What follows belongs to an exercise in optimizing a design on an open flow for small area; a production flow would make more cautious choices. Where RTL was checked, it was by simulation tests only, not by an equivalence proof against the original. The flow treats the clock pin as an ideal source. Dropping or thinning the clock tree relies on that and would not hold on a real chip. Power and IR drop assume default switching activity.

## v6
==> flow/design.v <==
module spi_regbank
(
    input  spi_clk,
    input  rst_n,
    input  spi_ss_n,
    input  spi_di,
    output spi_do
);
    reg  [5:0]  cnt;
    reg         clr;
    reg  [3:0]  hdr;           
    reg  [15:0] r0, r1, r2, r3, r4, r5;
    always @(posedge spi_clk)
        if (spi_ss_n) cnt <= 6'd8;
        else          cnt <= cnt + 6'd1;
    wire data_ph = cnt[5] & ~cnt[4];
    wire hold    = ~cnt[4] | (cnt[3] & (cnt[2] | cnt[1]));
    wire a21_ph  = cnt[1];
    wire clr_end = cnt[4] & cnt[3];
    always @(posedge spi_clk or negedge rst_n)
        if (!rst_n) clr <= 1'b1;
        else if (clr_end && !spi_ss_n) clr <= 1'b0;
    wire hi  = hdr[1] | (cnt[0] ? hdr[2] : hdr[0]);
    wire ins = spi_di | (a21_ph & hi);
    always @(posedge spi_clk)
        if (!hold) hdr <= {hdr[2:0], ins};
    wire [2:0] a  = hdr[3:1];
    wire       rd = hdr[0];
    wire [5:0] m;
    assign m[0] = ~a[2] & ~a[1] & ~a[0];
    assign m[1] = ~a[2] & ~a[1] &  a[0];
    assign m[2] = ~a[2] &  a[1] & ~a[0];
    assign m[3] = ~a[2] &  a[1] &  a[0];
    assign m[4] =  a[2] & ~a[1] & ~a[0];
    assign m[5] =  a[2] & ~a[1] &  a[0];
    wire [5:0] en = ({6{data_ph}} & m) | {6{clr}};
    wire t03 = a[1] ? (a[0] ? r3[15] : r2[15]) : (a[0] ? r1[15] : r0[15]);
    wire t45 = ~a[1] & (a[0] ? r5[15] : r4[15]);
    wire top = a[2] ? t45 : t03;
    assign spi_do = rd & data_ph & top & ~clr;
    wire d0 = ~clr & (rd ? top : spi_di);
    always @(posedge spi_clk) if (en[0]) r0 <= {r0[14:0], d0};
    always @(posedge spi_clk) if (en[1]) r1 <= {r1[14:0], d0};
    always @(posedge spi_clk) if (en[2]) r2 <= {r2[14:0], d0};
    always @(posedge spi_clk) if (en[3]) r3 <= {r3[14:0], d0};
    always @(posedge spi_clk) if (en[4]) r4 <= {r4[14:0], d0};
    always @(posedge spi_clk) if (en[5]) r5 <= {r5[14:0], d0};
endmodule
clock: 5.0 ns
lec_check: 0
cap_margin: 20
core_margin: 2
core_utilization: 40
place_density: 0.6
slew_margin: 20
standard.sh (not shown) runs the stock make flow with config.mk's settings and CLKGATE_MAP_FILE= SYNTH_SCRIPT=/design/flow/synth_recipe.tcl, a recipe that flattens the netlist after the stock synthesis.
==> flow/flow/run.sh <==
#!/bin/bash
export PRE_CTS_TCL=$PWD/flow/mycts.tcl
export MY_CTS_LEAF=sky130_fd_sc_hd__clkbuf_8
export MY_CTS_ROOT=sky130_fd_sc_hd__clkbuf_4
export MY_CTS_GROUP=20
export BUFFER_PORTS_ARGS="-buffer_cell sky130_fd_sc_hd__buf_1"
bash standard.sh > standard.log 2>&1
Other scripts of this flow, unchanged in this note and not shown: flow/flow/mycts.tcl
v6 completed every stage of the flow, and the final layout passed the timing, design-rule and antenna checks.
diff inputs: v6 => v7
diff --git a/flow/design.v b/flow/design.v
--- a/flow/design.v
+++ b/flow/design.v
@@ -15,10 +15,9 @@
         else          cnt <= cnt + 6'd1;
     wire data_ph = cnt[5] & ~cnt[4];
-    wire hold    = ~cnt[4] | (cnt[3] & (cnt[2] | cnt[1]));
-    wire a21_ph  = cnt[1];
-    wire clr_end = cnt[4] & cnt[3];
+    wire hold    = cnt[5] | (cnt[4] & cnt[3] & (cnt[2] | cnt[1]));
+    wire a21_ph  = cnt[4] & ~cnt[3] & cnt[2] & cnt[1];
     always @(posedge spi_clk or negedge rst_n)
         if (!rst_n) clr <= 1'b1;
-        else if (clr_end && !spi_ss_n) clr <= 1'b0;
+        else if (hold && !spi_ss_n) clr <= 1'b0;
     wire hi  = hdr[1] | (cnt[0] ? hdr[2] : hdr[0]);
     wire ins = spi_di | (a21_ph & hi);
==> notes.md <==
- Changes observed in v7 relative to v6: total number of multi-input combinational cells rose 1; final wirelength shows a reduction of 160 um; total power after layout has increased.
- Post-route clock period utilization was lower in the run labelled v7.
- For v6, the dominant combinational cell family by area after synthesis was simple AND/OR/NAND/NOR gates, unlike v7, where it was compound AO/OA/AOI/OAI gates.
- Total routed wire length on the met1 layer for v7 is lower than for v6.
Only the layout flow was run in v6; the RTL was not checked for function there. No run of this note takes its clock network from TritonCTS; it comes from the design's own scripts or RTL.

========
Setup of oak:
Another version of the RTL of spi_regbank (not shown whole).
Size in the first run: about 150 cells after synthesis, ~110 flip-flops, about 5 I/O pins.
==> module spi_regbank, before the edit <==
module spi_regbank
(
    input  spi_clk,
    input  rst_n,
    input  spi_ss_n,
    input  spi_di,
    output spi_do
);
    reg  [5:0]  cnt;
    reg         clr;
    reg  [3:0]  hdr;           
    reg  [15:0] r0, r1, r2, r3, r4, r5;
    always @(posedge spi_clk or negedge rst_n)
        if (!rst_n)        cnt <= 6'd8;
        else if (spi_ss_n) cnt <= 6'd8;
        else               cnt <= cnt + 6'd1;
    wire data_ph = cnt[5] & ~cnt[4];
    wire hold    = cnt[5] | (cnt[4] & cnt[3] & (cnt[2] | cnt[1]));
    wire a21_ph  = cnt[4] & ~cnt[3] & cnt[2] & cnt[1];
    always @(posedge spi_clk or negedge rst_n)
        if (!rst_n) clr <= 1'b1;
        else if (hold) clr <= 1'b0;
    wire hi  = hdr[1] | (cnt[0] ? hdr[2] : hdr[0]);
    wire ins = spi_di | (a21_ph & hi);
    always @(posedge spi_clk)
        if (!hold) hdr <= {hdr[2:0], ins};
    wire [2:0] a  = hdr[3:1];
    wire       rd = hdr[0];
    wire [5:0] m;
    assign m[0] = ~a[2] & ~a[1] & ~a[0];
    assign m[1] = ~a[2] & ~a[1] &  a[0];
    assign m[2] = ~a[2] &  a[1] & ~a[0];
    assign m[3] = ~a[2] &  a[1] &  a[0];
    assign m[4] =  a[2] & ~a[1] & ~a[0];
    assign m[5] =  a[2] & ~a[1] &  a[0];
    wire [5:0] en = ({6{data_ph}} & m) | {6{clr}};
    wire t03 = a[1] ? (a[0] ? r3[15] : r2[15]) : (a[0] ? r1[15] : r0[15]);
    wire t45 = ~a[1] & (a[0] ? r5[15] : r4[15]);
    wire top = a[2] ? t45 : t03;
    assign spi_do = rd & data_ph & top;
    wire d0 = ~clr & (rd ? top : spi_di);
    always @(posedge spi_clk) if (en[0]) r0 <= {r0[14:0], d0};
    always @(posedge spi_clk) if (en[1]) r1 <= {r1[14:0], d0};
    always @(posedge spi_clk) if (en[2]) r2 <= {r2[14:0], d0};
    always @(posedge spi_clk) if (en[3]) r3 <= {r3[14:0], d0};
    always @(posedge spi_clk) if (en[4]) r4 <= {r4[14:0], d0};
    always @(posedge spi_clk) if (en[5]) r5 <= {r5[14:0], d0};
endmodule
export LEC_CHECK = 0
export CAP_MARGIN = 20
export CORE_MARGIN = 2
export CORE_UTILIZATION = 40
export PLACE_DENSITY = 0.6
export SLEW_MARGIN = 20
create_clock -name core_clock -period 5.0 [get_ports {spi_clk}]
==> flow/flow/run.sh <==
#!/bin/bash
export PRE_CTS_TCL=$PWD/flow/mycts.tcl
export MY_CTS_LEAF=sky130_fd_sc_hd__clkbuf_8
export MY_CTS_ROOT=sky130_fd_sc_hd__clkbuf_4
export MY_CTS_GROUP=20
bash standard.sh > standard.log 2>&1
Other scripts of this flow, unchanged in this note and not shown: flow/flow/mycts.tcl
### oak -> pine
-- flow/design.v --
<<< oak, line 11
    reg  [3:0]  hdr;           
    reg  [15:0] r0, r1, r2, r3, r4, r5;
    always @(posedge spi_clk or negedge rst_n)
        if (!rst_n)        cnt <= 6'd8;
        else if (spi_ss_n) cnt <= 6'd8;
        else               cnt <= cnt + 6'd1;
    wire data_ph = cnt[5] & ~cnt[4];
    wire hold    = cnt[5] | (cnt[4] & cnt[3] & (cnt[2] | cnt[1]));
>>> pine, line 11
    reg  [3:0]  hdr;           
    reg  [15:0] r0, r1, r2, r3, r4, r5;
    always @(posedge spi_clk)
        if (spi_ss_n) cnt <= 6'd8;
        else          cnt <= cnt + 6'd1;
    wire data_ph = cnt[5] & ~cnt[4];
    wire hold    = cnt[5] | (cnt[4] & cnt[3] & (cnt[2] | cnt[1]));
<<< oak, line 20
    always @(posedge spi_clk or negedge rst_n)
        if (!rst_n) clr <= 1'b1;
        else if (hold) clr <= 1'b0;
    wire hi  = hdr[1] | (cnt[0] ? hdr[2] : hdr[0]);
    wire ins = spi_di | (a21_ph & hi);
>>> pine, line 19
    always @(posedge spi_clk or negedge rst_n)
        if (!rst_n) clr <= 1'b1;
        else if (hold && !spi_ss_n) clr <= 1'b0;
    wire hi  = hdr[1] | (cnt[0] ? hdr[2] : hdr[0]);
    wire ins = spi_di | (a21_ph & hi);
<<< oak, line 38
    wire t45 = ~a[1] & (a[0] ? r5[15] : r4[15]);
    wire top = a[2] ? t45 : t03;
    assign spi_do = rd & data_ph & top;
    wire d0 = ~clr & (rd ? top : spi_di);
    always @(posedge spi_clk) if (en[0]) r0 <= {r0[14:0], d0};
>>> pine, line 37
    wire t45 = ~a[1] & (a[0] ? r5[15] : r4[15]);
    wire top = a[2] ? t45 : t03;
    assign spi_do = rd & data_ph & top & ~clr;
    wire d0 = ~clr & (rd ? top : spi_di);
    always @(posedge spi_clk) if (en[0]) r0 <= {r0[14:0], d0};
Notes after the runs:
[compare] base=oak new=pine: clock share of power shows no meaningful change, number of antenna violations at the first check in global routing shows no meaningful change.
Row power share of the combinational group: pine lower / oak higher
In the reports for oak and pine, the smaller utilization belongs to oak.
Compared with oak, pine shows a first-iteration DRC count that is 56% lower.
Cmp oak and pine / wire length / lower: oak
In pine the final critical-path share of the clock period turned out 0.31 points higher than in oak.
On tightest slew margin relative to the limit, pine does worse than oak.
In the tables for oak and pine, proportion of synthesized flip-flops having asynchronous set or reset reads lower with pine.
Hold slack delta (oak -> pine): insignificant
The higher area after synthesis came out of oak.
Changes observed in pine relative to oak: horizontal die dimension lost about 0.4%, remaining design rule violation count has remained practically unchanged, height of the die went down 0.41 um.
Only the layout flow was run in oak; the RTL was not checked for function there. No run of this note takes its clock network from TritonCTS; it comes from the design's own scripts or RTL.

port drivers added, routing unchanged:
No port has a modelled driver above. Below, the same layouts with a new extraction and two added sets of constraints.
Step 1 sets driving cells, clkbuf_16 on the clock port and buf_2 on the other inputs (assumed; they add their load-dependent delay and slew).
Step 2 also shifts input and output timing later by t, the mid clock arrival at the registers, as if the neighbouring blocks saw the same clock.
Three values: ideal ports, drivers, drivers and shift; two values: the first two.
run	t (ns)	setup slack, ns	hold WS [ns]	latest minus earliest clock arrival (ns)
v6	0.431	2.219 / 2.206 / 2.637	0.418 / 0.418 / 0.418	0.012 / 0.012
v7	0.425	2.244 / 2.231 / 2.657	0.415 / 0.415 / 0.415	0.018 / 0.017
oak	0.433	1.900 / 1.887 / 2.321	0.416 / 0.416 / 0.416	0.014 / 0.015
pine	0.425	1.885 / 1.872 / 2.297	0.413 / 0.413 / 0.413	0.013 / 0.013
After both steps setup and hold are still met in every run listed.
